Source: an optimization exercise on an open RTL-to-GDS flow (aim: small area, a short achievable clock period and few clock cycles). Production flows keep margins and buffers that such runs may drop. No functional check of the RTL was part of any run shown here. No activity file was given, so power comes from the tool's default toggle rates.

<file path="config.mk">
export PLATFORM = sky130hd
export DESIGN_NAME = maze
export DESIGN_NICKNAME = maze
export VERILOG_FILES = /design/flow/design.v
export SDC_FILE = /design/flow/constraint.sdc
export NUM_CORES = 4
export LEC_CHECK = 0
export ABC_AREA = 1
export CAP_MARGIN = 20
export CORE_MARGIN = 2
export CORE_UTILIZATION = 55
export CTS_BUF_LIST = sky130_fd_sc_hd__clkbuf_4 sky130_fd_sc_hd__clkbuf_8
export CTS_CLUSTER_DIAMETER = 80
export CTS_CLUSTER_SIZE = 30
export PLACE_DENSITY = 0.75
export SETUP_SLACK_MARGIN = 1.4
export SLEW_MARGIN = 20
</file>
<file path="constraint.sdc">
create_clock -name core_clock -period 3.7 [get_ports {clk}]
set_input_delay 0.7400 -clock core_clock [delete_from_list [all_inputs] [get_ports {clk}]]
set_output_delay 0.7400 -clock core_clock [all_outputs]
set_load 0.01 [all_outputs]
</file>
<file path="design.v">
module maze(clk, reset, start_i, row_i, action_o, coord_o);
    input clk, reset, start_i;
    input [15:0] row_i;
    output reg [1:0] action_o;
    output [5:0] coord_o;
    localparam [1:0] A_IDLE = 2'b00, A_IN = 2'b01, A_CAL = 2'b10, A_OUT = 2'b11;
    reg [63:0] s1, s0;
    reg [8:0]  ph;      
    reg        ld;      
    reg [1:0]  T;       
    reg        lab;     
    reg        tgt;     
    reg [7:0]  cpos, rpos;
    wire load = ld | ph[7];
    wire walk = (action_o == A_OUT);
    wire [7:0] in1, in0, isst;
    genvar g;
    generate for (g = 0; g < 8; g = g + 1) begin : col
        assign in1[g]  =  row_i[15-2*g] &  row_i[14-2*g];
        assign in0[g]  = ~row_i[15-2*g] &  row_i[14-2*g];
        assign isst[g] =  row_i[15-2*g] & ~row_i[14-2*g];
    end endgenerate
    wire       found = load & |isst;
    wire       last  = ph[7];    
    wire [7:0] ldr   = ph[7:0];
    reg [63:0] x1, x0;
    integer k;
    always @* begin
        x1 = s1;
        x0 = s0;
        for (k = 7; k < 64; k = k + 8) begin
            x1[k] = last ? in1[k >> 3] : s1[k];
            x0[k] = last ? in0[k >> 3] : s0[k];
        end
    end
    wire [63:0] ROW0 = 64'h0101010101010101;
    wire [63:0] ROW7 = 64'h8080808080808080;
    wire [63:0] nb  = ((x1 >> 1) & ~ROW7) | ((x1 << 1) & ~ROW0) | (x1 >> 8) | (x1 << 8);
    wire [63:0] nw  = nb & ~x1 & ~x0 & {64{~ld & ~walk}};
    always @(posedge clk) begin
        for (k = 0; k < 64; k = k + 1) begin
            if (ldr[k & 7] & ((k & 7) != 7)) begin
                s1[k] <= in1[k >> 3];
                s0[k] <= in0[k >> 3];
            end else begin
                s1[k] <= x1[k] | nw[k];
                s0[k] <= x0[k] | (nw[k] & lab);
            end
        end
    end
    reg  [7:0] c1, c0, r1, r0;    
    integer a, b;
    always @* begin
        for (a = 0; a < 8; a = a + 1) begin
            c1[a] = 1'b0; c0[a] = 1'b0;
            r1[a] = 1'b0; r0[a] = 1'b0;
            for (b = 0; b < 8; b = b + 1) begin
                c1[a] = c1[a] | (cpos[b] & s1[b*8+a]);
                c0[a] = c0[a] | (cpos[b] & s0[b*8+a]);
                r1[a] = r1[a] | (rpos[b] & s1[a*8+b]);
                r0[a] = r0[a] | (rpos[b] & s0[a*8+b]);
            end
        end
    end
    wire [7:0] cv = c1 & ~(c0 ^ {8{tgt}});
    wire [7:0] rv = r1 & ~(r0 ^ {8{tgt}});
    wire up    = |(rpos[7:1] & cv[6:0]);
    wire down  = |(rpos[6:0] & cv[7:1]);
    wire left  = |(cpos[7:1] & rv[6:0]);
    wire right = |(cpos[6:0] & rv[7:1]);
    wire reach = up | down | left | right;
    function [2:0] enc(input [7:0] x);
        enc = {|x[7:4], x[2] | x[3] | x[6] | x[7], x[1] | x[3] | x[5] | x[7]};
    endfunction
    wire [2:0] cc = enc(cpos);
    wire [2:0] cr = enc(rpos);
    assign coord_o = {cc, cr};
    wire mu = walk & up;
    wire md = walk & ~up & down;
    wire mv = walk & ~(up | down);           
    wire ml = mv & left;
    wire mr = mv & ~left;
    wire hold = ~found & ~walk;
    wire pd = cc[0] ^ cr[0] ^ row_i[4] ^ row_i[0];    
    always @(posedge clk) begin
        rpos <= ({8{found}} & ph[7:0]) | ({8{hold | mv}} & rpos)
              | ({8{mu}} & (rpos >> 1)) | ({8{md}} & (rpos << 1));
        cpos <= ({8{found}} & isst) | ({8{hold | mu | md}} & cpos)
              | ({8{ml}} & (cpos >> 1)) | ({8{mr}} & (cpos << 1));
    end
    always @(posedge clk) begin
        if (ld)                      T <= 2'd0;
        else if (walk)               T <= T - 2'd1;
        else if (ph[8] & reach)      T <= {~pd, pd};
        else                         T <= T + 2'd1;
        lab <= ~ld & ~T[1];
        tgt <= (walk & ~T[1]) | (~walk & ~load & ((reach & tgt) | (~reach & lab)));
    end
    always @(posedge clk) begin
        case (action_o)
            A_IDLE:  begin ph <= {8'd0, start_i}; ld <= start_i; end
            A_IN:    begin ph <= ph << 1;         ld <= ld & ~ph[6]; end
            default: begin ph <= 9'd0;            ld <= 1'b0; end
        endcase
    end
    always @(posedge clk or posedge reset) begin
        if (reset) begin
            action_o <= A_IDLE;
        end else begin
            case (action_o)
                A_IDLE: if (start_i) action_o <= A_IN;
                A_IN:   if (ph[8]) action_o <= reach ? A_OUT : A_CAL;
                A_CAL: if (reach) action_o <= A_OUT;
                A_OUT: if (!reach) action_o <= A_IDLE;    
            endcase
        end
    end
endmodule
</file>
<file path="run.sh">
#!/bin/bash
# synth_recipe.tcl (not shown) runs the flow's synth.tcl, then flattens the netlist and writes it again
# the make line also repeats each setting of config.mk as NAME=value (left out here)
make -C /OpenROAD-flow-scripts/flow DESIGN_CONFIG=/design/flow/config.mk WORK_HOME=/design/flow/orfs CLKGATE_MAP_FILE= SYNTH_SCRIPT=/design/flow/synth_recipe.tcl finish
</file>
==> results of run 1 <==
[where the power goes]
group | internal, uW | leakage (uW) | switching, uW
logic | 1520 | 0.00311 | 2900
clock network | 763 | 0.000221 | 745
registers | 2420 | 0.00135 | 1220
total | 4710 | 0.00468 | 4870
[stage by stage]
step | utilization | std cells | setup WS, ps | hold slack (ps) | instance area [sq um]
2_1_floorplan | - | 1507 | 1634 | 393.5 | 9435
3_3_place_gp | 0.5810 | 1685 | 1046 | 428.3 | 9703
3_5_place_dp | 0.5810 | 1685 | 1008 | 425.8 | 9703
4_1_cts | 0.6262 | 1741 | 1376 | 380.8 | 10460
5_1_grt | 0.6370 | 1746 | 1364 | 381.8 | 10640
6_report | 0.6373 | 1748 | 1435 | 390.8 | 10640
[path summary, 6_finish.rpt]
kind	cells after the start	endpoint	startpoint	slack (ps)
worst max register to register	16	action_o[0]$_DFFE_PP0P_	rpos[4]$_DFF_P_	1430
worst min-delay path	2	action_o[1]$_DFFE_PP0P_	reset	390
worst max-delay path	16	action_o[0]$_DFFE_PP0P_	rpos[4]$_DFF_P_	1430
min in group core_clock	1	lab$_DFF_P_	T[1]$_SDFF_PP0_	460
max in group asynchronous	2	action_o[0]$_DFFE_PP0P_	reset	3190
worst min register to register	1	lab$_DFF_P_	T[1]$_SDFF_PP0_	460
[registers in the layout, indices dropped and copies added, names as in the netlist]
| signal | cells |
|---|---|
| action_o | 2 |
| tgt | 1 |
| rpos | 8 |
| s0 | 64 |
| lab | 1 |
| s1 | 64 |
| ld | 1 |
| ph | 9 |
| T | 2 |
| cpos | 8 |
[routing by layer]
metal,vias up,share of wire,global-route usage
li1,5065,-,-
met1,5134,0.37,0.5528
met5,-,0,0
met3,203,0.15,0.1449
met4,0,0.059,0.2332
met2,934,0.42,0.6261
[cell type report]
type                            instances  area, sq um  share of cell area
Clock buffer                           18        247.7             0.02327
Clock inverter                         14        201.4             0.01893
Antenna cell                            2        5.005           0.0004702
Timing Repair Buffer                   81        740.7             0.06959
Sequential cell                       160         3274              0.3076
Inverter                               82        319.1             0.02998
Tap cell                              220        275.3             0.02586
Multi-Input combinational cell       1171         5580              0.5243
[logic make-up (layout without fill, tap and decap cells)]
logic type,after synthesis,in the layout,synth area share
adders and majority gates,4,4,0.005305
AOI/OAI and AO/OA,232,232,0.1443
xor gates and xnor gates,4,4,0.003714
and+or+nand+nor,930,931,0.4236
buffers and inverters,177,195,0.08262
DFF,160,160,0.3405
other,0,2,0
[cells in the final DEF (no fill, tap or decap), drive strengths merged, types with 20 or more instances in the layout]
master / Yosys / final
a22oi: 52 / 52
buf: 48 / 56
clkdlybuf4s50: 0 / 20
dfxtp: 158 / 158
inv: 81 / 83
nand2: 559 / 559
nand3: 57 / 57
nand4: 62 / 62
nor2: 162 / 163
nor4: 67 / 67
o21ai: 145 / 145
[what timing repair did]
| action | 4_1_cts | 5_1_grt |
|---|---|---|
| hold buffers | 0 | 0 |
| pin swaps | 7 | 22 |
| gates cloned | 1 | 0 |
| setup buffers | 23 | 5 |
| endpoints found under the setup margin | 27 | 53 |
| gates resized for setup | 53 | 50 |
==> summary.txt, run 1 <==
die height = 135.0 microns
Routed WL per cell = 22.24 microns
Core Rows = 47
Crit path max-delay family = simple AND/OR/NAND/NOR gates
Clock Pin Slew Worst Setup and Hold Paths = 90 ps
vias in the first global route = 10064
Skew-Pair Late Insertion Delay = 490 ps
FFs w/ async S/R, synth = 0.01250
GPL Wtd Cong = 1.059
cell area after synthesis = 0.009435 sq mm
crit end category = register
Synth area leader = dfxtp_1
Routed Antenna Nets = 0
min cycle time layout = 2265 ps
Layout area overhead = 12.81%
GRT overflow = 0
cells along the critical path = buf_6 > buf_4 > nand2_1 > nand2_1 > nor2_1 > nand3_1 > nand4_1 > nand2_1 > nor2_2 > nand2_4 > nor2_4 > nand3_1 > nand2_1 > nor2_1 > nand2_1 > nand2_1
Crit path top cell by count = nand2_1
fmax = 0.4414 GHz
gr usage total = 0.4272
DP HPWL = 25.97 mm
Mean Syn Cell Area = 6.261 sq um
RSZ-0062 raised after global routing = yes
max-cap viol count = 0
vias per cell = 6.485
ys flop type = dfxtp_1
Hold Fails Final Rpt = 0
Cells after Synth = 1507
Req. time, crit path = 4080 ps
top cells by count, synth = 553 x nand2_1, 158 x dfxtp_1, 153 x nor2_1
crit path launch type = register
CP arrival = 2650 ps
first-pass GRT wire length = 58.49 mm
clk buf depth = 2
full die area = 0.01822 sq mm
Nets = 1536
Initial Utilization = 0.5650
CTS tree = built
Residual DRC = 0
Slew HR = 0.3725
ranking of synthesized cells by area = dfxtp_1 34%, nand2_1 22%, o21ai_0 7.4%, nor2_1 6.1%, nor4_1 4.4%
Die W = 135.0 microns
Final Setup Violations = 0
Mapped Nets = 1530
Slew @ Worst Pin = 940.0 ps
I/O pins = 27
register area share after synthesis = 0.3405
pwr/cell area = 899.9 mW/mm^2
initial drt markers = 1839
Sink Count = 160
share of layout cells above drive strength 1 = 0.1022
FILL cells = 1589
leak pwr = 0.004677 uW
cts bufs inserted = 17
most common cell in the netlist = nand2_1
via count = 11336
Port Buffers = 26
H-Tree Depth = 4
Yosys top cell area share = 0.3352
crit share post-route = 0.6123
core area = 0.01670 sq mm
TNS Setup = 0 ps
initial antenna violation count = 1
Seq cells post-synth = 160
Worst Path Max Fanout = 10
status = complete, no violations
largest net degree at the start of global routing = 51
Post-synth EDFFs = 0
WP buf/inv = 2
hold crit path type = in2async
overall routed net length = 38.87 mm
YS warnings = 1
CP peak stage delay = 380 ps
CP max stage cell = dfxtp_4
IR Drop Worst-Case VDD = 0.0005470 V
max-slew violation count = 0
skew final = 16.82 ps
Power Total = 9578 uW
CTS Root Cell = clkbuf_8
DRT Pass-1 Iters = 10
count of cell types in the netlist = 40
Setup CP Type = reg2reg
==> inputs of run 2 (changes only) <==
--- a/design.v
+++ b/design.v
@@ -9,4 +9,6 @@
     reg        ld;      
+    reg        ef;      
+    reg        bon;     
     reg [1:0]  T;       
-    reg        lab;     
+    reg [1:0]  dm;      
     reg        tgt;     
@@ -24,3 +26,3 @@
     wire       last  = ph[7];    
-    wire [7:0] ldr   = ph[7:0];
+    wire [7:0] ldr   = {1'b0, ph[6:0] | {ph[5:0], 1'b0}};
     reg [63:0] x1, x0;
@@ -38,3 +40,5 @@
     wire [63:0] nb  = ((x1 >> 1) & ~ROW7) | ((x1 << 1) & ~ROW0) | (x1 >> 8) | (x1 << 8);
-    wire [63:0] nw  = nb & ~x1 & ~x0 & {64{~ld & ~walk}};
+    wire        en  = ~ld | bon;
+    wire [63:0] nw  = nb & ~x1 & ~x0 & {64{en}};
+    wire        lab = T[1] ^ T[0];       
     always @(posedge clk) begin
@@ -71,2 +75,4 @@
     wire reach = up | down | left | right;
+    wire sv = |(rpos & c1);
+    wire ls = |(rpos & c0);
     function [2:0] enc(input [7:0] x);
@@ -84,2 +90,3 @@
     wire pd = cc[0] ^ cr[0] ^ row_i[4] ^ row_i[0];    
+    wire w8 = ph[8];
     always @(posedge clk) begin
@@ -91,8 +98,11 @@
     always @(posedge clk) begin
-        if (ld)                      T <= 2'd0;
-        else if (walk)               T <= T - 2'd1;
-        else if (ph[8] & reach)      T <= {~pd, pd};
-        else                         T <= T + 2'd1;
-        lab <= ~ld & ~T[1];
-        tgt <= (walk & ~T[1]) | (~walk & ~load & ((reach & tgt) | (~reach & lab)));
+        if (en) T <= T + 2'd1;
+        else    T <= 2'd0;
+        if (walk)            dm <= dm - 2'd1;
+        else if (w8 & sv)    dm <= {ls, pd};
+        else                 dm <= T + 2'd1;
+        if (walk)               tgt <= ~dm[1];
+        else if (w8 & sv)       tgt <= ~(ls ^ pd);
+        else if (reach & ~load) tgt <= tgt;
+        else                    tgt <= en & lab;
     end
@@ -100,4 +110,4 @@
         case (action_o)
-            A_IDLE:  begin ph <= {8'd0, start_i}; ld <= start_i; end
-            A_IN:    begin ph <= ph << 1;         ld <= ld & ~ph[6]; end
+            A_IDLE:  begin ph <= {8'd0, start_i}; ld <= start_i; ef <= 1'b0; bon <= 1'b0; end
+            A_IN:    begin ph <= ph << 1;         ld <= ld & ~ph[6]; ef <= ef | (load & |in1); bon <= ef; end
             default: begin ph <= 9'd0;            ld <= 1'b0; end
@@ -111,3 +121,3 @@
                 A_IDLE: if (start_i) action_o <= A_IN;
-                A_IN:   if (ph[8]) action_o <= reach ? A_OUT : A_CAL;
+                A_IN:   if (w8) action_o <= (sv | reach) ? A_OUT : A_CAL;
                 A_CAL: if (reach) action_o <= A_OUT;
--- a/config.mk
+++ b/config.mk
@@ -10,3 +10,3 @@
 export CORE_MARGIN = 2
-export CORE_UTILIZATION = 55
+export CORE_UTILIZATION = 40
 export CTS_BUF_LIST = sky130_fd_sc_hd__clkbuf_4 sky130_fd_sc_hd__clkbuf_8
@@ -14,3 +14,2 @@
 export CTS_CLUSTER_SIZE = 30
-export PLACE_DENSITY = 0.75
 export SETUP_SLACK_MARGIN = 1.4
==> run 2 against run 1 <==
Against the previous run: core utilization down 15 points; routed wire length up 13%; still clean on timing, DRC and antenna; sequential power up 6.8%; maximum frequency down 3.0%; global-route usage down 9.8 points; setup slack worse by 70 ps; hold slack worse by 16 ps; flip-flop and latch count up 3; critical path depth down 12.
==> summary.txt, run 2 <==
Skew-Pair Late Insertion Delay = 500 ps (about the same)
full die area = 0.02566 sq mm (+41%)
switch share = 0.5231 (+0.01475)
Mapped Nets = 1609 (+5.2%)
Initial Utilization = 0.4049 (-0.1601)
R2R depth = 15 (-1)
dpl cells = 1869 (+11%)
Power Total = 10610 uW (+11%)
crit end category = primary output
pwr/cell area = 912.5 mW/mm^2 (+1.4%)
Routed Antenna Nets = 0 (unchanged)
Slew HR = 0.2901 (-0.08235)
Yosys top cell area share = 0.3241 (-0.01113)
Gate power share = 0.498 (+0.036)
Worst Path Max Fanout = 6 (-4)
n_diodes = 0 (-2)
H-Tree Depth = 4 (unchanged)
Core Rows = 57 (+21%)
initial antenna violation count = 0 (-1)
min cycle time layout = 2336 ps (+70.32 ps)
share of layout cells above drive strength 1 = 0.1412 (+0.03896)
internal cell power = 5061 uW (+7.5%)
first-pass GRT wire length = 64.24 mm (+9.8%)
largest family of logic cells by synthesized area = simple AND/OR/NAND/NOR gates
core area = 0.02411 sq mm (+44%)
overall routed net length = 43.96 mm (+13%)
mux contribution to synthesized area = 0 (unchanged)
cts bufs inserted = 17 (unchanged)
gr usage total = 0.3288 (-0.09848)
Post-Synth Simple-Gate Area = 0.4304 (+0.006833)
leak pwr = 0.005118 uW (+9.4%)
IR Drop Worst-Case VDD = 0.0005978 V (+9.3%)
most common cell in the netlist = nand2_1
commonest non-fill, non-tap cell in the layout = nand2_1
Psw = 5552 uW (+14%)
Seq cells post-synth = 163 (+1.9%)
GRT overflow = 0 (unchanged)
count of cell types in the netlist = 42 (+5.0%)
hold_buf cts = 0 (unchanged)
Die W = 160.2 microns (+19%)
Residual DRC = 0 (unchanged)
crit share post-route = 0.6313 (+0.01901)
ys flop type = dfxtp_1
max-cap viol count = 0 (unchanged)
cell area after synthesis = 0.009759 sq mm (+3.4%)
CTS tree = built
via count = 11827 (+4.3%)
post-synthesis adder-cell area fraction = 0.005128 (-0.0001761)
CP startpoint = cpos[6]$_DFF_P_
largest net degree at the start of global routing = 52 (+2.0%)
Routed WL per cell = 22.59 microns (+1.6%)
register area share after synthesis = 0.3385 (-0.002077)
clk buf depth = 2 (unchanged)
r2r setup slk = 1450 ps (+20 ps)
Port Buffers = 26 (unchanged)
Req. time, crit path = 2960 ps (-1120 ps)
die height = 160.2 microns (+19%)
FFs w/ async S/R, synth = 0.01227 (-0.0002301)
CTS Root Cell = clkbuf_8
Mean Syn Cell Area = 6.153 sq um (-1.7%)
Synth area leader = dfxtp_1
max-slew violation count = 0 (unchanged)
crit path launch type = register
Cells after Synth = 1586 (+5.2%)
Critical Path Sink = coord_o[4]
post-synthesis compound-gate area fraction = 0.1421 (-0.002227)
initial drt markers = 1780 (-3.2%)
Layout area overhead = 19.17%
DP HPWL = 29.50 mm (+14%)
commonest non-fill, non-tap cells in the layout = 538 x nand2_1, 143 x dfxtp_1, 135 x nor2_1, 135 x o21ai_0, 77 x inv_1
ranking of synthesized cells by area = dfxtp_1 32%, nand2_1 22%, o21ai_0 7.0%, nor2_1 6.3%, nor4_1 4.3%
RSZ-0062 raised after global routing = yes
fmax = 0.4281 GHz (-3.0%)
sequential share of power = 0.367 (-0.014)
Final Setup Violations = 0 (unchanged)
status = complete, no violations
final cell count without fillers = 1946 (+11%)
hold crit path type = in2async
TNS Setup = 0 ps (unchanged)
GPL Wtd Cong = 0.9808 (-7.3%)
Post-Synth XOR/XNOR Area = 0.004487 (+0.0007741)
skew final = 17.94 ps (+1.114 ps)
YS warnings = 1 (unchanged)
Slew @ Worst Pin = 1063 ps (+123.4 ps)
Setup CP Type = reg2out
Clock Pin Slew Worst Setup and Hold Paths = 110 ps (+20 ps)
vias per cell = 6.078 (-6.3%)
FF-to-FF End = cpos[1]$_DFF_P_
top flop regs = s0 x64, s1 x64, ph x9
DRT Pass-1 Iters = 9 (-1)
I/O pins = 27 (unchanged)
CP arrival = 1600 ps (-1050 ps)
Post-synth EDFFs = 3 (+3)
top cells by count, synth = 566 x nand2_1, 163 x nor2_1, 158 x dfxtp_1
Hold Fails Final Rpt = 0 (unchanged)
Sink Count = 163 (+1.9%)
clock share of power = 0.135 (-0.022)
Nets = 1632 (+6.3%)
worst r2r src = cpos[3]$_DFF_P_
vias in the first global route = 10486 (+4.2%)
[run 2: what timing repair did]
item                                    in CTS  in global routing
cloned                                       1                  4
endpoints found under the setup margin      29                 32
gates resized for setup                     73                107
pin swaps                                   13                 51
setup buffers                               24                 16
[run 2: kinds of logic (layout without fill, tap and decap cells)]
family / count (synthesis) / after routing
compound gates: 252 / 252
xor+xnor: 5 / 5
fa+ha+maj: 4 / 4
buf+inv: 181 / 216
flops: 163 / 163
simple gates: 981 / 982
[run 2: worst min-delay path by stage]
stage,start,end,cells past startpoint
5_1_grt,reset,action_o[0]$_DFFE_PP0P_,2
6_report,reset,action_o[0]$_DFFE_PP0P_,2
2_1_floorplan,T[0]$_SDFF_PP0_,T[0]$_SDFF_PP0_,1
3_5_place_dp,T[0]$_SDFF_PP0_,T[0]$_SDFF_PP0_,1
4_1_cts,reset,action_o[0]$_DFFE_PP0P_,2
3_3_place_gp,T[0]$_SDFF_PP0_,T[0]$_SDFF_PP0_,1
[run 2: power by group through the flow]
| stage | combinational, uW | clock, uW | sequential (uW) |
|---|---|---|---|
| 5_1_grt | 5680 | 1500 | 3940 |
| 2_1_floorplan | 3270 | 0 | 3120 |
| 4_1_cts | 4560 | 1420 | 3800 |
| 3_5_place_dp | 4160 | 0 | 3940 |
| 3_3_place_gp | 4110 | 0 | 3960 |
| 6_report | 5280 | 1430 | 3900 |
[run 2: area by class of cell]
| class | count | area [sq um] |
|---|---|---|
| clock inverters | 14 | 165.2 |
| inverters | 85 | 332.8 |
| flip-flops and latches | 163 | 3356 |
| well taps | 324 | 405.4 |
| fillers | 2565 | 12480 |
| multi-input cells | 1243 | 6068 |
| clock buffers | 18 | 241.5 |
| repair buffers | 99 | 1061 |
[run 2: worst max-delay path, stage by stage, from the launching register on]
cell           delay, ps
dfxtp_4              390
buf_4                150
nor2_2               150
nand3_1              110
dlygate4sd2_1        310
[run 2: through the flow]
stage          hold WS [ps]    util  area (sq um)  worst slack (ps)
2_1_floorplan         426.0       -          9759              1743
3_3_place_gp          450.9  0.4233         10200             741.5
3_5_place_dp          459.3  0.4238         10210             678.3
4_1_cts               383.7  0.4565         11000              1176
5_1_grt               392.6  0.4825         11630              1324
6_report              374.5  0.4825         11630              1364
[run 2: routing by layer]
metal  vias to the layer above  track usage  wire length (microns)
met3                       166      0.07532                   5427
li1                       5358            -                      -
met5                         -            0                      0
met1                      5430       0.4437                  17490
met4                         0       0.1388                   2149
met2                       873       0.5051                  18890
==> inputs of run 3 (changes only) <==
--- a/config.mk
+++ b/config.mk
@@ -14,3 +14,3 @@
 export CTS_CLUSTER_SIZE = 30
-export SETUP_SLACK_MARGIN = 1.4
+export SETUP_SLACK_MARGIN = 1.3
 export SLEW_MARGIN = 20
==> run 3 against run 2 <==
Against the previous run: still clean; register-to-register slack worse by 90 ps; synthesized area unchanged; power down 3.6%; hold slack better by 5.6 ps; synthesized cell count unchanged; sequential share of layout area up 1.2 points; clock power about the same; global-route usage down 0.11 points; non-clock buffer count down 14; routed wire length down 2.4%; clock skew down 1.2 ps; critical endpoint is now coord_o[1]; largest cell class unchanged.
==> summary.txt, run 3 <==
status = complete, no violations
Residual DRC = 0 (unchanged)
Power Total = 10230 uW (-3.6%)
WL met2 = 18.51 mm (-2.0%)
GRT overflow = 0 (unchanged)
n_diodes = 0 (unchanged)
CTS Root Cell = clkbuf_8
initial antenna violation count = 0 (unchanged)
IR Drop Worst-Case VDD = 0.0006017 V (+0.66%)
crit path launch type = register
commonest non-fill, non-tap cells in the layout = 556 x nand2_1, 142 x dfxtp_1, 141 x nor2_1
TNS Setup = 0 ps (unchanged)
Mean Syn Cell Area = 6.153 sq um (unchanged)
Yosys top cell area share = 0.3241 (unchanged)
skew final = 16.75 ps (-1.185 ps)
vias per cell = 6.044 (-0.56%)
first-pass GRT wire length = 63.94 mm (-0.47%)
core area = 0.02411 sq mm (unchanged)
Skew-Pair Late Insertion Delay = 490 ps (about the same)
Worst Path Max Fanout = 20 (+14)
RSZ-0062 raised after global routing = yes
FILL cells = 2628 (+2.5%)
Sink Count = 163 (unchanged)
vias in the first global route = 10389 (-0.93%)
YS warnings = 1 (unchanged)
cell area after synthesis = 0.009759 sq mm (unchanged)
Hold Fails Final Rpt = 0 (unchanged)
full die area = 0.02566 sq mm (unchanged)
Setup CP Type = reg2out
commonest non-fill, non-tap cell in the layout = nand2_1
Post-synth EDFFs = 3 (unchanged)
I/O pins = 27 (unchanged)
GPL Wtd Cong = 0.9808 (unchanged)
fin util = 0.4636 (-0.01889)
pwr/cell area = 915.1 mW/mm^2 (+0.29%)
cts bufs inserted = 17 (unchanged)
crit end category = primary output
FFs w/ async S/R, synth = 0.01227 (unchanged)
hold_buf cts = 0 (unchanged)
M1 WL = 17.05 mm (-2.5%)
share of layout cells above drive strength 1 = 0.1089 (-0.03229)
Clock Pin Slew Worst Setup and Hold Paths = 110 ps (about the same)
most common cell in the netlist = nand2_1
top flop regs = s0 x64, s1 x64, ph x9
count of cell types in the netlist = 42 (unchanged)
Slew @ Worst Pin = 1082 ps (+18.80 ps)
initial drt markers = 1571 (-12%)
Mapped Nets = 1609 (unchanged)
ranking of synthesized cells by area = dfxtp_1 32%, nand2_1 22%, o21ai_0 7.0%, nor2_1 6.3%, nor4_1 4.3%
Routed WL per cell = 22.23 microns (-1.6%)
register area share after synthesis = 0.3385 (unchanged)
max-slew violation count = 0 (unchanged)
dpl cells = 1869 (unchanged)
final cell count without fillers = 1931 (-0.77%)
DRT Pass-1 Iters = 6 (-3)
die height = 160.2 microns (unchanged)
Core Rows = 57 (unchanged)
CP arrival = 1650 ps (+50 ps)
H-Tree Depth = 4 (unchanged)
Final Setup Violations = 0 (unchanged)
min cycle time layout = 2387 ps (+50.93 ps)
largest net degree at the start of global routing = 52 (unchanged)
Cells after Synth = 1586 (unchanged)
Port Buffers = 26 (unchanged)
clk buf depth = 2 (unchanged)
Synth area leader = dfxtp_1
ys flop type = dfxtp_1
DP HPWL = 29.50 mm (unchanged)
Layout area overhead = 14.50%
Initial Utilization = 0.4049 (unchanged)
Nets = 1617 (-0.92%)
gr usage total = 0.3276 (-0.001140)
Routed Antenna Nets = 0 (unchanged)
via count = 11670 (-1.3%)
Seq cells post-synth = 163 (unchanged)
CTS tree = built
max-cap viol count = 0 (unchanged)
leak pwr = 0.004940 uW (-3.5%)
fmax = 0.4190 GHz (-2.1%)
met3 WL = 5.399 mm (-0.52%)
top cells by count, synth = 566 x nand2_1, 163 x nor2_1, 158 x dfxtp_1
Die W = 160.2 microns (unchanged)
overall routed net length = 42.92 mm (-2.4%)
hold crit path type = in2async
Slew HR = 0.2776 (-0.01255)
crit share post-route = 0.6451 (+0.01376)
Req. time, crit path = 2960 ps (about the same)
DR top layer = met4
-- run 3: cell types whose count changed in the layout (fill, tap and decap cells not counted), moves of 4 or more --
cell and change:
buf_12 -4, buf_6 -7, clkbuf_16 -4, nand2_1 +18, nand2_2 -14, nand2_4 -5
nand3_1 +7, nand3_2 -6, nor2_1 +6, nor2_4 -5
-- run 3: routing by layer --
metal / vias up / track usage
met5: - / 0
met4: 0 / 0.1302
met3: 149 / 0.06753
met2: 790 / 0.5051
met1: 5414 / 0.4485
li1: 5317 / -
-- run 3: worst max-delay path, stage by stage (launching register included) --
cell	delay (ps)
dfxtp_2	400
buf_12	200
inv_1	100
nand3_1	170
dlygate4sd2_1	290
-- run 3: through the flow --
step	setup WS (ps)	hold WS (ps)	instance area (sq um)
2_1_floorplan	1743	426.0	9759
3_3_place_gp	741.5	450.9	10200
3_5_place_dp	678.3	459.3	10210
4_1_cts	1179	383.7	10900
5_1_grt	1220	393.0	11170
6_report	1313	380.1	11170
-- run 3: layout make-up --
class,count,area [sq um],area share
Sequential cell,163,3353,0.3001
Clock inverter,14,165.2,0.01478
Clock buffer,18,241.5,0.02161
Timing Repair Buffer,85,804.5,0.07200
Tap cell,324,405.4,0.03628
Inverter,85,325.3,0.02911
Multi-Input combinational cell,1242,5879,0.5261
-- run 3: cells by family (layout without fill, tap and decap cells) --
group           after synthesis  in the layout  share of synthesized area
compound gates              252            252                     0.1421
fa+ha+maj                     4              4                   0.005128
flops                       163            163                     0.3385
buf+inv                     181            202                    0.07949
xor+xnor                      5              5                   0.004488
simple gates                981            981                     0.4304
-- run 3: final timing paths --
path	from	end	slack (ps)	cells after the start
setup / recovery	rpos[2]$_DFF_P_	coord_o[1]	1310	4
hold / removal	reset	action_o[0]$_DFFE_PP0P_	380	2
setup reg to reg	cpos[1]$_DFF_P_	action_o[1]$_DFFE_PP0P_	1360	20
hold reg to reg	T[0]$_SDFF_PP0_	T[0]$_SDFF_PP0_	480	1
max in group asynchronous	reset	action_o[1]$_DFFE_PP0P_	3220	2
min in group core_clock	T[0]$_SDFF_PP0_	T[0]$_SDFF_PP0_	480	1
-- run 3: repair_timing --
item,CTS,global route
resized for setup,50,58
setup endpoints to repair,28,26
pin swaps,1,14
buffers inserted,20,10
hold endpoints to repair,0,0
gates cloned,0,0
-- run 3: power by group --
| group | internal [uW] | total (uW) | switching, uW | leakage (uW) |
|---|---|---|---|---|
| Sequential | 2580 | 3870 | 1290 | 0.00138 |
| Combinational | 1670 | 4920 | 3250 | 0.00335 |
| Clock | 630 | 1430 | 804 | 0.000207 |
| Total | 4880 | 10200 | 5340 | 0.00494 |
==> inputs of run 4 (changes only) <==
--- a/config.mk
+++ b/config.mk
@@ -10,3 +10,3 @@
 export CORE_MARGIN = 2
-export CORE_UTILIZATION = 40
+export CORE_UTILIZATION = 50
 export CTS_BUF_LIST = sky130_fd_sc_hd__clkbuf_4 sky130_fd_sc_hd__clkbuf_8
@@ -14,2 +14,3 @@
 export CTS_CLUSTER_SIZE = 30
+export PLACE_DENSITY = 0.7
 export SETUP_SLACK_MARGIN = 1.3
==> run 4 against run 3 <==
Against the previous run: largest cell class unchanged; combinational power decreased by 3%; hold slack better by 25 ps; critical path depth stayed put; cell count fell by 2.9%; setup slack improved by 15 ps; maximum frequency grew 0.62%; clock-buffer cell count increased by 2; critical endpoint is now coord_o[0]; synthesized area is the same; flip-flop and latch count unchanged; non-clock buffer count rose by 2; sequential power increased by 1%; via count up 0.45%.
==> summary.txt, run 4 <==
Final Setup Violations = 0 (unchanged)
CP arrival = 1630 ps (-20 ps)
TNS Setup = 0 ps (unchanged)
Core Rows = 51 (-11%)
top flop regs = s0 x64, s1 x64, ph x9
ranking of synthesized cells by area = dfxtp_1 32%, nand2_1 22%, o21ai_0 7.0%, nor2_1 6.3%, nor4_1 4.3%
I/O pins = 27 (unchanged)
Sink Count = 163 (unchanged)
Layout area overhead = 13.46%
Seq cells post-synth = 163 (unchanged)
die height = 143.7 microns (-10%)
ys flop type = dfxtp_1
Post-synth EDFFs = 3 (unchanged)
first-pass GRT wire length = 63.51 mm (-0.67%)
Initial Utilization = 0.5048 (+0.09990)
min cycle time layout = 2372 ps (-14.59 ps)
Mapped Nets = 1609 (unchanged)
IR Drop Worst-Case VDD = 0.0008595 V (+43%)
Routed WL per cell = 22.80 microns (+2.6%)
cell area after synthesis = 0.009759 sq mm (unchanged)
Setup CP Type = reg2out
FFs w/ async S/R, synth = 0.01227 (unchanged)
top cells by count, synth = 566 x nand2_1, 163 x nor2_1, 158 x dfxtp_1
worst r2r src = rpos[3]$_DFF_P_
fmax = 0.4216 GHz (+0.62%)
crit end category = primary output
overall routed net length = 42.75 mm (-0.39%)
Mean Syn Cell Area = 6.153 sq um (unchanged)
count of cell types in the netlist = 42 (unchanged)
Slew @ Worst Pin = 939.3 ps (-142.8 ps)
Req. time, crit path = 2960 ps (about the same)
commonest non-fill, non-tap cells in the layout = 552 x nand2_1, 146 x nor2_1, 142 x dfxtp_1
Hold Fails Final Rpt = 0 (unchanged)
FF-to-FF End = action_o[0]$_DFFE_PP0P_
Residual DRC = 0 (unchanged)
via count = 11723 (+0.45%)
status = complete, no violations
hold crit path type = in2async
n_diodes = 0 (unchanged)
gr usage total = 0.4136 (+0.08600)
register area share after synthesis = 0.3385 (unchanged)
leak pwr = 0.004934 uW (-0.11%)
core area = 0.01933 sq mm (-20%)
Fin Hold WS = 404.8 ps (+24.74 ps)
cts bufs inserted = 17 (unchanged)
max-slew violation count = 0 (unchanged)
CTS Root Cell = clkbuf_8
YS warnings = 1 (unchanged)
clk buf depth = 2 (unchanged)
hold_buf cts = 0 (unchanged)
crit path launch type = register
commonest non-fill, non-tap cell in the layout = nand2_1
Clock Pin Slew Worst Setup and Hold Paths = 100 ps (about the same)
Die W = 143.7 microns (-10%)
Routed Antenna Nets = 0 (unchanged)
Nets = 1620 (+0.19%)
FILL cells = 1957 (-26%)
Skew-Pair Late Insertion Delay = 480 ps (about the same)
GRT overflow = 0 (unchanged)
Worst Path Max Fanout = 7 (-65%)
CTS tree = built
DP HPWL = 29.09 mm (-1.4%)
RSZ-0062 raised after global routing = yes
GPL Wtd Cong = 1.025 (+4.5%)
full die area = 0.02065 sq mm (-20%)
crit share post-route = 0.6411 (-0.003943)
max-cap viol count = 0 (unchanged)
R2R depth = 16 (-20%)
most common cell in the netlist = nand2_1
Yosys top cell area share = 0.3241 (unchanged)
skew final = 16.29 ps (-0.4657 ps)
pwr/cell area = 907.8 mW/mm^2 (-0.80%)
vias in the first global route = 10663 (+2.6%)
Cells after Synth = 1586 (unchanged)
DRT Pass-1 Iters = 6 (unchanged)
initial drt markers = 1760 (+12%)
H-Tree Depth = 4 (unchanged)
largest net degree at the start of global routing = 52 (unchanged)
vias per cell = 6.252 (+3.5%)
Port Buffers = 26 (unchanged)
initial antenna violation count = 1 (+1)
Power Total = 10050 uW (-1.7%)
share of layout cells above drive strength 1 = 0.1124 (+0.003524)
Slew HR = 0.3729 (+0.09535)
Synth area leader = dfxtp_1
r2r setup slk = 1340 ps (-20 ps)
run 4: through the flow:
stage	setup slack [ps]	utilization	instances	area, sq um
finish	1328	0.5727	1875	11070
global route	1231	0.5727	1875	11070
CTS	1251	0.5581	1867	10790
detailed placement	678.9	0.5218	1805	10090
global placement	794.5	0.5216	1805	10080
floorplan	1743	-	1586	9759
run 4: layout make-up:
type | instances | area (sq um) | area share
Inverter | 85 | 329.1 | 0.02972
Timing Repair Buffer | 87 | 792.0 | 0.07153
Sequential cell | 163 | 3363 | 0.3037
Tap cell | 265 | 331.6 | 0.02994
Clock buffer | 20 | 269.0 | 0.02429
Clock inverter | 12 | 121.4 | 0.01096
Multi-Input combinational cell | 1243 | 5867 | 0.5298
run 4: logic make-up (layout without fill, tap and decap cells):
| group | after synthesis | in the layout | share of synthesized area |
|---|---|---|---|
| AOI/OAI and AO/OA | 252 | 252 | 0.1421 |
| xor gates and xnor gates | 5 | 5 | 0.004488 |
| adders and majority gates | 4 | 4 | 0.005128 |
| buffers and inverters | 181 | 204 | 0.07949 |
| DFF | 163 | 163 | 0.3385 |
| and+or+nand+nor | 981 | 982 | 0.4304 |
run 4: how the worst max path moves through the flow:
stage	slack (ps)	startpoint	end
global placement	790	row_i[0]	rpos[0]$_DFF_P_
floorplan	1740	row_i[3]	cpos[0]$_DFF_P_
detailed placement	680	row_i[14]	rpos[0]$_DFF_P_
finish	1330	rpos[5]$_DFF_P_	coord_o[0]
global route	1230	rpos[1]$_DFF_P_	action_o[0]$_DFFE_PP0P_
CTS	1250	rpos[5]$_DFF_P_	coord_o[0]
run 4: critical path: stages, from the launching register on:
cell	delay (ps)
dfxtp_4	410
clkbuf_4	210
nor2_1	150
nand3_2	160
dlymetal6s2s_1	220
run 4: report_power, final:
group          total, uW  internal (uW)  switching [uW]
logic               4780           1650            3130
registers           3920           2580            1340
clock network       1350            587             763
run 4: timing repair:
action / 4_1_cts / 5_1_grt
gates resized for setup: 42 / 62
gates cloned: 0 / 2
pin swaps: 2 / 33
buffers inserted: 30 / 6
endpoints found under the setup margin: 29 / 28
run 4: per-layer routing:
layer | up-vias | wire length, microns | GRT usage | part of all wire
met2 | 857 | 17720 | 0.6010 | 0.41
met1 | 5339 | 16720 | 0.5428 | 0.39
met3 | 199 | 5581 | 0.1250 | 0.13
li1 | 5326 | - | - | -
met5 | - | 17 | 0 | 0.00040
met4 | 2 | 2713 | 0.2374 | 0.063
==> inputs of run 5 (changes only) <==
--- a/config.mk
+++ b/config.mk
@@ -10,3 +10,3 @@
 export CORE_MARGIN = 2
-export CORE_UTILIZATION = 50
+export CORE_UTILIZATION = 55
 export CTS_BUF_LIST = sky130_fd_sc_hd__clkbuf_4 sky130_fd_sc_hd__clkbuf_8
@@ -14,3 +14,3 @@
 export CTS_CLUSTER_SIZE = 30
-export PLACE_DENSITY = 0.7
+export PLACE_DENSITY = 0.75
 export SETUP_SLACK_MARGIN = 1.3
==> run 5 against run 4 <==
Against the previous run: flip-flop and latch count did not move; first-iteration DRC count rose by 0.51%; global-route usage rose by 1.4 points; die area fell by 8.8%; setup slack got worse by 11 ps; via count fell by 0.96%; critical path type is now reg2reg; largest cell class unchanged.
==> summary.txt, run 5 <==
vias in the first global route = 10255 (-3.8%)
Req. time, crit path = 4070 ps (+1110 ps)
dpl cells = 1764 (-2.3%)
max-cap viol count = 0 (unchanged)
Routed Antenna Nets = 0 (unchanged)
CP max stage cell = dfxtp_4
gr usage total = 0.4273 (+0.01364)
top flop regs = s0 x64, s1 x64, ph x9
DRT Pass-1 Iters = 6 (unchanged)
Hold Fails Final Rpt = 0 (unchanged)
Cells after Synth = 1586 (unchanged)
share of layout cells above drive strength 1 = 0.09102 (-0.02140)
WP buf/inv = 2 (unchanged)
Skew-Pair Late Insertion Delay = 490 ps (about the same)
DP HPWL = 27.55 mm (-5.3%)
Crit path max-delay family = simple AND/OR/NAND/NOR gates
cell area after synthesis = 0.009759 sq mm (unchanged)
Clock Pin Slew Worst Setup and Hold Paths = 90 ps (about the same)
crit end category = register
post-synthesis compound-gate area fraction = 0.1421 (unchanged)
Post-Synth XOR/XNOR Area = 0.004487 (unchanged)
Synth area leader = dfxtp_1
overall routed net length = 40.26 mm (-5.8%)
CTS tree = built
Die W = 137.2 microns (-4.5%)
max-slew violation count = 0 (unchanged)
first-pass GRT wire length = 59.70 mm (-6.0%)
RSZ-0062 raised after global routing = yes
top cells by count, synth = 566 x nand2_1, 163 x nor2_1, 158 x dfxtp_1
Mean Syn Cell Area = 6.153 sq um (unchanged)
vias per cell = 6.387 (+2.1%)
I/O pins = 27 (unchanged)
commonest non-fill, non-tap cell in the layout = nand2_1
full die area = 0.01883 sq mm (-8.8%)
Setup CP Type = reg2reg
ranking of synthesized cells by area = dfxtp_1 32%, nand2_1 22%, o21ai_0 7.0%, nor2_1 6.3%, nor4_1 4.3%
initial drt markers = 1769 (+0.51%)
Yosys top cell area share = 0.3241 (unchanged)
largest family of logic cells by synthesized area = simple AND/OR/NAND/NOR gates
TNS Setup = 0 ps (unchanged)
Initial Utilization = 0.5642 (+0.05948)
IR Drop Worst-Case VDD = 0.0006012 V (-30%)
Seq cells post-synth = 163 (unchanged)
crit share post-route = 0.6441 (+0.002997)
status = complete, no violations
Layout area overhead = 10.78%
YS warnings = 1 (unchanged)
count of cell types in the netlist = 42 (unchanged)
cts bufs inserted = 17 (unchanged)
fmax = 0.4196 GHz (-0.47%)
via count = 11611 (-0.96%)
die height = 137.2 microns (-4.5%)
min cycle time layout = 2383 ps (+11.09 ps)
final cell count without fillers = 1818 (-3.0%)
cells along the critical path = buf_4 > nand2_1 > nand2_1 > nor2_2 > nand3_1 > nand4_1 > nand2_1 > nor2_4 > nand2_2 > nor2_4 > buf_4 > nand2_2 > o211ai_1 > nand4_1
register area share after synthesis = 0.3385 (unchanged)
n_diodes = 0 (unchanged)
Residual DRC = 0 (unchanged)
largest net degree at the start of global routing = 52 (unchanged)
CTS Root Cell = clkbuf_8
GPL Wtd Cong = 0.9992 (-2.6%)
Port Buffers = 26 (unchanged)
ys flop type = dfxtp_1
clk buf depth = 2 (unchanged)
Core Rows = 48 (-5.9%)
mux contribution to synthesized area = 0 (unchanged)
Post-Synth Simple-Gate Area = 0.4304 (unchanged)
crit path launch type = register
FFs w/ async S/R, synth = 0.01227 (unchanged)
Crit path top cell by count = nand2_1
commonest non-fill, non-tap cells in the layout = 561 x nand2_1, 146 x nor2_1, 144 x dfxtp_1
most common cell in the netlist = nand2_1
Slew HR = 0.1957 (-0.1772)
Post-synth EDFFs = 3 (unchanged)
Slew @ Worst Pin = 1205 ps (+265.8 ps)
post-synthesis adder-cell area fraction = 0.005128 (unchanged)
hold crit path type = in2async
initial antenna violation count = 0 (-1)
CP peak stage delay = 380 ps (-30 ps)
Worst Path Max Fanout = 12 (+5)
Routed WL per cell = 22.14 microns (-2.9%)
Nets = 1603 (-1.0%)
Sink Count = 163 (unchanged)
leak pwr = 0.004840 uW (-1.9%)
Mapped Nets = 1609 (unchanged)
core area = 0.01730 sq mm (-11%)
CP arrival = 2750 ps (+1120 ps)
hold_buf cts = 0 (unchanged)
H-Tree Depth = 4 (unchanged)
Final Setup Violations = 0 (unchanged)
pwr/cell area = 912.2 mW/mm^2 (+0.49%)
skew final = 15.61 ps (-0.6778 ps)
GRT overflow = 0 (unchanged)
run 5: what timing repair did:
item | CTS | global route
resized for setup | 40 | 34
cloned | 0 | 1
pin swaps | 1 | 8
setup endpoints to repair | 28 | 25
setup buffers | 13 | 8
run 5: layer usage:
layer	global-route usage	routed length [microns]
met5	0	0
met4	0.2394	2636
met3	0.1074	5618
met2	0.6324	16870
met1	0.5666	15130
run 5: stage by stage:
step | util | instance area (sq um) | total power, uW | hold WS, ps | setup WS [ps]
after floorplan | - | 9759 | 6387 | 426.0 | 1743
after global placement | 0.5802 | 10030 | 7876 | 443.8 | 781.4
after detailed placement | 0.5802 | 10030 | 7944 | 454.8 | 735.7
after CTS | 0.6137 | 10620 | 9398 | 384.7 | 1296
after global routing | 0.6251 | 10810 | 10360 | 420.8 | 1236
final | 0.6251 | 10810 | 9863 | 392.1 | 1317
run 5: worst reg2reg max path: cells and delay by family (launching register included):
| family | cells | cell delay (ps) |
|---|---|---|
| buf+inv | 2 | 350 |
| simple gates | 11 | 1390 |
| compound gates | 1 | 120 |
| flops | 1 | 380 |
run 5: cell type report:
class                           instances  area (sq um)
Tap cell                              225         281.5
Clock inverter                         15         171.4
Clock buffer                           17         234.0
Inverter                               85         325.3
Sequential cell                       163          3351
Multi-Input combinational cell       1243          5817
Fill cell                            1677          6485
Timing Repair Buffer                   70         631.9
run 5: final timing paths:
kind                                 startpoint                      end  slack (ps)  cells after the start
worst max register to register  cpos[5]$_DFF_P_          cpos[5]$_DFF_P_        1320                     14
max in group asynchronous                 reset  action_o[0]$_DFFE_PP0P_        3200                      2
worst max-delay path            cpos[5]$_DFF_P_          cpos[5]$_DFF_P_        1320                     14
worst min-delay path                      reset  action_o[1]$_DFFE_PP0P_         390                      2
min in group core_clock           dm[0]$_DFF_P_            dm[0]$_DFF_P_         470                      1
worst min register to register    dm[0]$_DFF_P_            dm[0]$_DFF_P_         470                      1
run 5: report_power, final:
| part | internal, uW | switching (uW) | total [uW] | leakage [uW] |
|---|---|---|---|---|
| registers | 2580 | 1290 | 3860 | 0.00138 |
| clock network | 619 | 768 | 1390 | 0.000199 |
| logic | 1540 | 3080 | 4610 | 0.00326 |
| total | 4730 | 5130 | 9860 | 0.00484 |
run 5: cells by family after synthesis:
logic type	after synthesis
simple gates	981
buf+inv	181
flops	163
xor+xnor	5
compound gates	252
fa+ha+maj	4
==> inputs of run 6 (changes only) <==
--- a/config.mk
+++ b/config.mk
@@ -14,2 +14,3 @@
 export CTS_CLUSTER_SIZE = 30
+export GPL_ROUTABILITY_DRIVEN = 0
 export PLACE_DENSITY = 0.75
==> run 6 against run 5 <==
Against the previous run: maximum frequency is 2.7% lower; sequential share of layout area is 0.064 points lower; core utilization is 0.15 points higher; critical path depth stayed put; global-route usage is 0.25 points higher.
==> summary.txt, run 6 <==
status = complete, no violations
max-cap viol count = 0 (unchanged)
commonest non-fill, non-tap cells in the layout = 561 x nand2_1, 149 x nor2_1, 145 x dfxtp_1
Yosys top cell area share = 0.3241 (unchanged)
fin util = 0.6266 (+0.001519)
Initial Utilization = 0.5642 (unchanged)
TNS Setup = 0 ps (unchanged)
H-Tree Depth = 4 (unchanged)
vias per cell = 6.426 (+0.62%)
Slew HR = 0.2682 (+0.07251)
cell area after synthesis = 0.009759 sq mm (unchanged)
min cycle time layout = 2450 ps (+66.97 ps)
IR Drop Worst-Case VDD = 0.001045 V (+74%)
share of layout cells above drive strength 1 = 0.09023 (-0.0007977)
hold crit path type = in2async
register area share after synthesis = 0.3385 (unchanged)
Synth area leader = dfxtp_1
FILL cells = 1665 (-0.72%)
Die W = 137.2 microns (unchanged)
ranking of synthesized cells by area = dfxtp_1 32%, nand2_1 22%, o21ai_0 7.0%, nor2_1 6.3%, nor4_1 4.3%
crit end category = register
Routed WL per cell = 22.12 microns (-0.11%)
full die area = 0.01883 sq mm (unchanged)
Layout area overhead = 11.05%
Hold Fails Final Rpt = 0 (unchanged)
die height = 137.2 microns (unchanged)
initial antenna violation count = 0 (unchanged)
Port Buffers = 26 (unchanged)
Slew @ Worst Pin = 1096 ps (-108.6 ps)
n_diodes = 0 (unchanged)
YS warnings = 1 (unchanged)
max-slew violation count = 0 (unchanged)
vias in the first global route = 10591 (+3.3%)
Crit path max-delay family = simple AND/OR/NAND/NOR gates
crit share post-route = 0.6622 (+0.01810)
Mean Syn Cell Area = 6.153 sq um (unchanged)
gr usage total = 0.4297 (+0.002487)
WP buf/inv = 2 (unchanged)
commonest non-fill, non-tap cell in the layout = nand2_1
DP Area = 0.01004 sq mm (about the same)
overall routed net length = 40.28 mm (about the same)
CP max stage cell = dfxtp_4
leak pwr = 0.004849 uW (+0.18%)
I/O pins = 27 (unchanged)
top flop regs = s0 x64, s1 x64, ph x9
Mapped Nets = 1609 (unchanged)
Residual DRC = 0 (unchanged)
ys flop type = dfxtp_1
Final Setup Violations = 0 (unchanged)
most common cell in the netlist = nand2_1
Skew-Pair Late Insertion Delay = 480 ps (about the same)
via count = 11702 (+0.78%)
clk buf depth = 2 (unchanged)
Cells after Synth = 1586 (unchanged)
FFs w/ async S/R, synth = 0.01227 (unchanged)
GRT overflow = 0 (unchanged)
CTS Root Cell = clkbuf_8
Sink Count = 163 (unchanged)
Req. time, crit path = 4050 ps (-20 ps)
cells along the critical path = buf_4 > nand2_1 > nand2_1 > nor2_2 > nand3_1 > nand4_1 > nand2_1 > nor2_4 > nand2_2 > nor2_4 > nand2_4 > buf_4 > o211ai_1 > nand4_1
Nets = 1606 (+0.19%)
RSZ-0062 raised after global routing = yes
Core Rows = 48 (unchanged)
pwr/cell area = 918.3 mW/mm^2 (+0.67%)
crit path launch type = register
CTS tree = built
cts bufs inserted = 17 (unchanged)
fmax = 0.4081 GHz (-2.7%)
fin area = 0.01084 sq mm (+0.24%)
count of cell types in the netlist = 42 (unchanged)
Power Total = 9953 uW (+0.92%)
Worst Path Max Fanout = 12 (unchanged)
Post-synth EDFFs = 3 (unchanged)
Setup CP Type = reg2reg
Crit path top cell by count = nand2_1
core area = 0.01730 sq mm (unchanged)
CP peak stage delay = 430 ps (+50 ps)
initial drt markers = 2109 (+19%)
skew final = 20.40 ps (+4.790 ps)
largest net degree at the start of global routing = 52 (unchanged)
DP HPWL = 26.82 mm (-2.6%)
CP arrival = 2800 ps (+50 ps)
top cells by count, synth = 566 x nand2_1, 163 x nor2_1, 158 x dfxtp_1
DRT Pass-1 Iters = 10 (+4)
Routed Antenna Nets = 0 (unchanged)
Clock Pin Slew Worst Setup and Hold Paths = 110 ps (+20 ps)
Seq cells post-synth = 163 (unchanged)
first-pass GRT wire length = 60.47 mm (+1.3%)
[run 6: cell counts after synthesis]
Identical to the previous run, type by type.
[run 6: final timing paths]
| path | to | slack, ps | depth (start not counted) | from |
|---|---|---|---|---|
| worst max-delay path | cpos[6]$_DFF_P_ | 1250 | 14 | cpos[6]$_DFF_P_ |
| worst min-delay path | action_o[1]$_DFFE_PP0P_ | 390 | 2 | reset |
| worst max register to register | cpos[6]$_DFF_P_ | 1250 | 14 | cpos[6]$_DFF_P_ |
| worst min register to register | T[0]$_SDFF_PP0_ | 480 | 1 | T[0]$_SDFF_PP0_ |
| max in group asynchronous | action_o[0]$_DFFE_PP0P_ | 3200 | 2 | reset |
| min in group core_clock | T[0]$_SDFF_PP0_ | 480 | 1 | T[0]$_SDFF_PP0_ |
[run 6: where the power goes]
part / total, uW / internal, uW / leakage [uW] / switching (uW)
sequential: 3910 / 2580 / 0.00138 / 1330
combinational: 4580 / 1520 / 0.00326 / 3060
clock: 1470 / 690 / 0.000213 / 777
[run 6: cell families (layout without fill, tap and decap cells)]
kind of cell,after synthesis,count (layout),synth area share
flops,163,163,0.3385
buf+inv,181,191,0.07949
xor+xnor,5,5,0.004488
compound gates,252,252,0.1421
simple gates,981,981,0.4304
fa+ha+maj,4,4,0.005128
[run 6: metrics by stage]
step | hold WS (ps) | cells | setup slack [ps]
after detailed placement | 466.3 | 1765 | 758.6
after global placement | 442.1 | 1765 | 802.8
final | 394.1 | 1821 | 1250
after global routing | 423.7 | 1821 | 1192
after floorplan | 426.0 | 1586 | 1743
after CTS | 398.0 | 1816 | 1304
[run 6: cell type report]
type / instances / area [sq um] / share of cell area
multi-input combinational: 1242 / 5794 / 0.5346
sequential: 163 / 3352 / 0.3093
timing repair buffer: 74 / 656.9 / 0.06061
inverter: 85 / 322.8 / 0.02979
tap: 225 / 281.5 / 0.02598
clock buffer: 17 / 234.0 / 0.02159
clock inverter: 15 / 196.4 / 0.01813
[run 6: metal layers]
| layer | GRT usage | vias to the layer above | routed length [microns] |
|---|---|---|---|
| met5 | 0 | - | 0 |
| met4 | 0.2480 | 0 | 2707 |
| met3 | 0.1508 | 241 | 6223 |
| met2 | 0.6263 | 937 | 16640 |
| met1 | 0.5487 | 5222 | 14710 |
| li1 | - | 5302 | - |
[run 6: timing repair]
action / in CTS / in global routing
pin swaps: 0 / 3
setup endpoints to repair: 28 / 26
hold buffers: 0 / 0
buffers inserted: 19 / 5
resized for setup: 39 / 30
==> inputs of run 7 (changes only) <==
--- a/config.mk
+++ b/config.mk
@@ -14,5 +14,4 @@
 export CTS_CLUSTER_SIZE = 30
-export GPL_ROUTABILITY_DRIVEN = 0
 export PLACE_DENSITY = 0.75
-export SETUP_SLACK_MARGIN = 1.3
+export SETUP_SLACK_MARGIN = 1.4
 export SLEW_MARGIN = 20
==> run 7 against run 6 <==
Against the previous run: largest power group unchanged; non-clock buffer count increased by 11; largest cell class unchanged; global-route usage down 0.073 points; still clean; maximum frequency increased by 5.4%.
==> summary.txt, run 7 <==
fmax = 0.4303 GHz (+5.4%)
register area share after synthesis = 0.3385 (unchanged)
RSZ-0062 raised after global routing = yes
CP peak stage delay = 380 ps (-50 ps)
Slew HR = 0.2074 (-0.06082)
Clock Pin Slew Worst Setup and Hold Paths = 100 ps (about the same)
Global Route met1 Usage = 0.5651 (+0.01636)
FILL cells = 1606 (-3.5%)
DP HPWL = 27.55 mm (+2.7%)
initial drt markers = 1745 (-17%)
IR Drop Worst-Case VDD = 0.0005574 V (-47%)
Req. time, crit path = 4130 ps (+80 ps)
Cells after Synth = 1586 (unchanged)
max-slew violation count = 0 (unchanged)
cts bufs inserted = 17 (unchanged)
Hold Fails Final Rpt = 0 (unchanged)
core area = 0.01730 sq mm (unchanged)
Setup CP Type = reg2reg
DRT Pass-1 Iters = 14 (+4)
GPL Wtd Cong = 0.9992
share of layout cells above drive strength 1 = 0.1343 (+0.04410)
crit share post-route = 0.6280 (-0.03418)
Skew-Pair Late Insertion Delay = 500 ps (+20 ps)
CP arrival = 2760 ps (-40 ps)
hold crit path type = in2async
CTS Root Cell = clkbuf_8
Mapped Nets = 1609 (unchanged)
Power Total = 10340 uW (+3.9%)
Initial Utilization = 0.5642 (unchanged)
YS warnings = 1 (unchanged)
Mean Syn Cell Area = 6.153 sq um (unchanged)
CP max stage cell = dfxtp_4
H-Tree Depth = 4 (unchanged)
Synth area leader = dfxtp_1
met3 GRT Util = 0.1104 (-0.04047)
top cells by count, synth = 566 x nand2_1, 163 x nor2_1, 158 x dfxtp_1
ys flop type = dfxtp_1
cell area after synthesis = 0.009759 sq mm (unchanged)
Seq cells post-synth = 163 (unchanged)
Crit path max-delay family = simple AND/OR/NAND/NOR gates
Worst Path Max Fanout = 16 (+4)
crit end category = register
die height = 137.2 microns (unchanged)
Layout area overhead = 15.68%
Core Rows = 48 (unchanged)
clk buf depth = 2 (unchanged)
min cycle time layout = 2324 ps (-126.5 ps)
first-pass GRT wire length = 60.01 mm (-0.76%)
Die W = 137.2 microns (unchanged)
count of cell types in the netlist = 42 (unchanged)
Crit path top cell by count = nand2_1
FFs w/ async S/R, synth = 0.01227 (unchanged)
ranking of synthesized cells by area = dfxtp_1 32%, nand2_1 22%, o21ai_0 7.0%, nor2_1 6.3%, nor4_1 4.3%
Final Setup Violations = 0 (unchanged)
Yosys top cell area share = 0.3241 (unchanged)
Slew @ Worst Pin = 1188 ps (+91.13 ps)
overall routed net length = 42.05 mm (+4.4%)
commonest non-fill, non-tap cells in the layout = 540 x nand2_1, 143 x dfxtp_1, 133 x o21ai_0
Nets = 1618 (+0.75%)
pwr/cell area = 915.9 mW/mm^2 (-0.26%)
initial antenna violation count = 3 (+3)
GRT overflow = 0 (unchanged)
via count = 11935 (+2.0%)
most common cell in the netlist = nand2_1
cells along the critical path = buf_8 > nand2_1 > nand2_1 > a21oi_1 > nand3_1 > nand4_1 > nand2_1 > nor2_4 > nand2_2 > nor2_4 > nand2_4 > a21oi_4 > nand2_1 > nand4_1
WP buf/inv = 1 (-1)
gr usage total = 0.4290 (-0.0007256)
crit path launch type = register
Port Buffers = 26 (unchanged)
top flop regs = s0 x64, s1 x64, ph x9
grt peak-use layer = met2
full die area = 0.01883 sq mm (unchanged)
Routed WL per cell = 22.93 microns (+3.7%)
I/O pins = 27 (unchanged)
vias in the first global route = 10318 (-2.6%)
Residual DRC = 0 (unchanged)
vias per cell = 6.508 (+1.3%)
CTS tree = built
TNS Setup = 0 ps (unchanged)
hold_buf cts = 0 (unchanged)
leak pwr = 0.004992 uW (+3.0%)
max-cap viol count = 0 (unchanged)
commonest non-fill, non-tap cell in the layout = nand2_1
Routed Antenna Nets = 0 (unchanged)
skew final = 13.89 ps (-6.507 ps)
Fin Hold WS = 390.8 ps (-3.230 ps)
Sink Count = 163 (unchanged)
largest net degree at the start of global routing = 52 (unchanged)
met2 Usage GRT = 0.6354 (+0.009121)
Post-synth EDFFs = 3 (unchanged)
status = complete, no violations
==> run 7: cell counts after synthesis <==
Identical to the previous run, type by type.
==> run 7: what timing repair did <==
action | in CTS | in global routing
gates resized for setup | 53 | 124
gates cloned | 0 | 2
pin swaps | 3 | 38
setup endpoints to repair | 29 | 33
buffers inserted | 15 | 20
==> run 7: per-layer routing <==
metal,part of all wire,vias to the layer above
met2,0.42,977
met1,0.37,5354
li1,-,5337
met4,0.070,2
met5,0.00031,-
met3,0.14,265
==> run 7: path summary, 6_finish.rpt <==
path | from | cells past startpoint | slack [ps] | endpoint
max | cpos[1]$_DFF_P_ | 14 | 1380 | cpos[1]$_DFF_P_
min | reset | 2 | 390 | action_o[1]$_DFFE_PP0P_
max reg2reg | cpos[1]$_DFF_P_ | 14 | 1380 | cpos[1]$_DFF_P_
min reg2reg | dm[0]$_DFF_P_ | 1 | 470 | dm[0]$_DFF_P_
max in group asynchronous | reset | 2 | 3190 | action_o[0]$_DFFE_PP0P_
min in group core_clock | dm[0]$_DFF_P_ | 1 | 470 | dm[0]$_DFF_P_
==> run 7: metrics by stage <==
step,setup slack [ps],utilization,instances,cell area (sq um)
final,1376,0.6527,1834,11290
after global routing,1298,0.6526,1833,11290
after CTS,1347,0.6173,1811,10680
after detailed placement,735.7,0.5802,1764,10030
after global placement,781.4,0.5802,1764,10030
after floorplan,1743,-,1586,9759
==> run 7: kinds of logic (layout without fill, tap and decap cells) <==
kind of cell / Yosys count / count (layout) / share of synthesized area
buffers and inverters: 181 / 202 / 0.07949
AO/OA/AOI/OAI: 252 / 252 / 0.1421
AND/OR/NAND/NOR: 981 / 982 / 0.4304
flip-flops: 163 / 163 / 0.3385
adder cells (fa/ha/maj): 4 / 4 / 0.005128
other: 0 / 1 / 0
XOR/XNOR: 5 / 5 / 0.004488
==> run 7: layout make-up <==
type / instances / area, sq um / area share
Timing Repair Buffer: 85 / 887.1 / 0.07858
Inverter: 85 / 332.8 / 0.02948
Sequential cell: 163 / 3358 / 0.2975
Antenna cell: 1 / 2.502 / 0.0002217
Multi-Input combinational cell: 1243 / 6022 / 0.5334
Clock inverter: 15 / 171.4 / 0.01518
Clock buffer: 17 / 234.0 / 0.02072
Tap cell: 225 / 281.5 / 0.02494
==> run 7: power by group <==
group	switching, uW	internal [uW]	leakage, uW	total (uW)
combinational	3300	1770	0.00341	5070
sequential	1300	2580	0.00138	3880
clock	775	619	0.000199	1390
==> inputs of run 8 (changes only) <==
--- a/config.mk
+++ b/config.mk
@@ -15,3 +15,3 @@
 export PLACE_DENSITY = 0.75
-export SETUP_SLACK_MARGIN = 1.4
+export SETUP_SLACK_MARGIN = 1.2
 export SLEW_MARGIN = 20
==> run 8 against run 7 <==
Against the previous run: synthesized cell count stayed put; first-iteration DRC count increased by 15%; sequential power barely moved; cell count decreased by 1.1%; global-route usage shrank 0.32 points; maximum frequency down 6.3%; still clean; non-clock buffer count down 18; design area decreased by 5.2%; sequential share of layout area grew 1.6 points; routed wire length decreased by 4.5%.
==> summary.txt, run 8 <==
Routed Antenna Nets = 0 (unchanged)
GRT overflow = 0 (unchanged)
min cycle time layout = 2480 ps (+156.4 ps)
CTS tree = built
post-synthesis adder-cell area fraction = 0.005128 (unchanged)
die height = 137.2 microns (unchanged)
most common cell in the netlist = nand2_1
RSZ-0062 raised after global routing = yes
Final Setup Violations = 0 (unchanged)
pwr/cell area = 912.2 mW/mm^2 (-0.40%)
Clock Pin Slew Worst Setup and Hold Paths = 90 ps (about the same)
Hold Fails Final Rpt = 0 (unchanged)
Setup CP Type = reg2reg
register area share after synthesis = 0.3385 (unchanged)
Worst Path Max Fanout = 12 (-4)
CP max stage cell = dfxtp_4
count of cell types in the netlist = 42 (unchanged)
n_diodes = 0 (-1)
mux contribution to synthesized area = 0 (unchanged)
TNS Setup = 0 ps (unchanged)
CTS Root Cell = clkbuf_8
top flop regs = s0 x64, s1 x64, ph x9
Post-synth EDFFs = 3 (unchanged)
skew final = 12.56 ps (-1.332 ps)
commonest non-fill, non-tap cell in the layout = nand2_1
GPL Wtd Cong = 0.9992 (unchanged)
first-pass GRT wire length = 59.58 mm (-0.71%)
initial antenna violation count = 0 (-3)
CP peak stage delay = 420 ps (+40 ps)
crit path launch type = register
top cells by count, synth = 566 x nand2_1, 163 x nor2_1, 158 x dfxtp_1
ranking of synthesized cells by area = dfxtp_1 32%, nand2_1 22%, o21ai_0 7.0%, nor2_1 6.3%, nor4_1 4.3%
via count = 11559 (-3.2%)
full die area = 0.01883 sq mm (unchanged)
Slew @ Worst Pin = 1170 ps (-17.51 ps)
worst r2r src = cpos[4]$_DFF_P_
hold crit path type = in2async
Post-Synth XOR/XNOR Area = 0.004487 (unchanged)
status = complete, no violations
post-synthesis compound-gate area fraction = 0.1421 (unchanged)
Reg area = 0.003351 sq mm (-0.22%)
Cells after Synth = 1586 (unchanged)
fmax = 0.4032 GHz (-6.3%)
Multi-input gate area = 0.005749 sq mm (-4.5%)
YS warnings = 1 (unchanged)
Residual DRC = 0 (unchanged)
Slew HR = 0.2191 (+0.01169)
FF-to-FF End = cpos[5]$_DFF_P_
largest family of logic cells by synthesized area = simple AND/OR/NAND/NOR gates
Die W = 137.2 microns (unchanged)
initial drt markers = 2004 (+15%)
IR Drop Worst-Case VDD = 0.0005957 V (+6.9%)
vias in the first global route = 10168 (-1.5%)
leak pwr = 0.004809 uW (-3.7%)
DP HPWL = 27.55 mm (unchanged)
cell area after synthesis = 0.009759 sq mm (unchanged)
Layout area overhead = 9.667%
commonest non-fill, non-tap cells in the layout = 565 x nand2_1, 153 x nor2_1, 144 x dfxtp_1
crit share post-route = 0.6703 (+0.04227)
Crit path max-delay family = simple AND/OR/NAND/NOR gates
Crit path top cell by count = nand2_1
FFs w/ async S/R, synth = 0.01227 (unchanged)
max-slew violation count = 0 (unchanged)
Routed WL per cell = 22.13 microns (-3.5%)
Post-Synth Simple-Gate Area = 0.4304 (unchanged)
Seq cells post-synth = 163 (unchanged)
Yosys top cell area share = 0.3241 (unchanged)
I/O pins = 27 (unchanged)
Mean Syn Cell Area = 6.153 sq um (unchanged)
largest net degree at the start of global routing = 52 (unchanged)
vias per cell = 6.372 (-2.1%)
[run 8: cell counts after synthesis]
Identical to the previous run, type by type.
[run 8: cell families (layout without fill, tap and decap cells)]
kind of cell | Yosys count | in the layout
AO/OA/AOI/OAI | 252 | 252
XOR/XNOR | 5 | 5
AND/OR/NAND/NOR | 981 | 981
flip-flops | 163 | 163
adder cells (fa/ha/maj) | 4 | 4
buffers and inverters | 181 | 184
[run 8: worst max path at each step]
stage,from,to,cells after the start
4_1_cts,rpos[5]$_DFF_P_,coord_o[0],4
3_5_place_dp,row_i[0],rpos[0]$_DFF_P_,9
6_report,cpos[4]$_DFF_P_,cpos[5]$_DFF_P_,14
2_1_floorplan,row_i[3],cpos[0]$_DFF_P_,9
5_1_grt,cpos[6]$_DFF_P_,cpos[4]$_DFF_P_,14
3_3_place_gp,row_i[0],rpos[0]$_DFF_P_,9
[run 8: per-layer routing]
metal,share of wire,track usage,up-vias
li1,-,-,5293
met1,0.38,0.5682,5217
met2,0.42,0.6349,874
met3,0.14,0.1118,175
met4,0.057,0.2131,0
met5,0,0,-
[run 8: power breakdown]
part,internal [uW],leakage (uW),switching [uW],total (uW)
logic,1490,0.00323,3010,4500
registers,2580,0.00138,1300,3880
clock network,619,0.000199,765,1380
[run 8: area by class of cell]
class	count	share of cell area
Sequential cell	163	0.3131
Timing Repair Buffer	67	0.05518
Multi-Input combinational cell	1242	0.5372
Tap cell	225	0.02630
Clock inverter	15	0.01602
Inverter	85	0.03040
Clock buffer	17	0.02186
[run 8: worst register-to-register path, cell delays in order, from the launching register on]
cell and delay, ps:
dfxtp_4 420, buf_6 190, nand2_1 70, nand2_1 60, nor2_1 270, nand3_1 170
nand4_1 100, nand2_1 110, nor2_4 170, nand2_2 90, nor2_4 190, nand2_4 140
a21oi_4 260, nand2_1 90, nand4_1 80
[run 8: timing repair]
action / in CTS / in global routing
buffers inserted: 11 / 7
pin swaps: 0 / 2
gates resized for setup: 31 / 18
gates cloned: 0 / 0
setup endpoints to repair: 26 / 24
[run 8: through the flow]
step	utilization	worst slack, ps	instances	hold WS [ps]	cell area (sq um)
after detailed placement	0.5802	735.7	1764	454.8	10030
final	0.6188	1220	1814	394.1	10700
after floorplan	-	1743	1586	426.0	9759
after CTS	0.6118	1089	1807	384.7	10580
after global placement	0.5802	781.4	1764	443.8	10030
after global routing	0.6188	1132	1814	419.0	10700

## static timing again, ports no longer ideal
The flow's constraints put no driver on any port. The routed layouts listed below were extracted and timed again, unchanged, in two steps. Step 1, drivers: a clkbuf_16 drives clk and a buf_2 each remaining input, both assumed. Step 2, shift: input delay + t, output delay - t, t = (earliest + latest rising clock arrival at the registers) / 2. This alone moves slack from input paths to output paths. Slacks: ideal / step 1 / step 2; pairs: ideal / step 1.
| run | t (ns) | setup WS [ns] |
|---|---|---|
| run 1 | 0.530 | 1.435 / 1.408 / 1.014 |
| run 2 | 0.542 | 1.364 / 1.315 / 0.989 |
| run 3 | 0.534 | 1.313 / 1.265 / 0.891 |
| run 4 | 0.524 | 1.328 / 1.282 / 0.838 |
| run 5 | 0.529 | 1.317 / 1.317 / 0.875 |
| run 6 | 0.516 | 1.250 / 1.250 / 0.779 |
| run 7 | 0.533 | 1.376 / 1.365 / 0.908 |
| run 8 | 0.526 | 1.220 / 1.220 / 0.781 |
After both steps setup and hold are still met in every run listed.
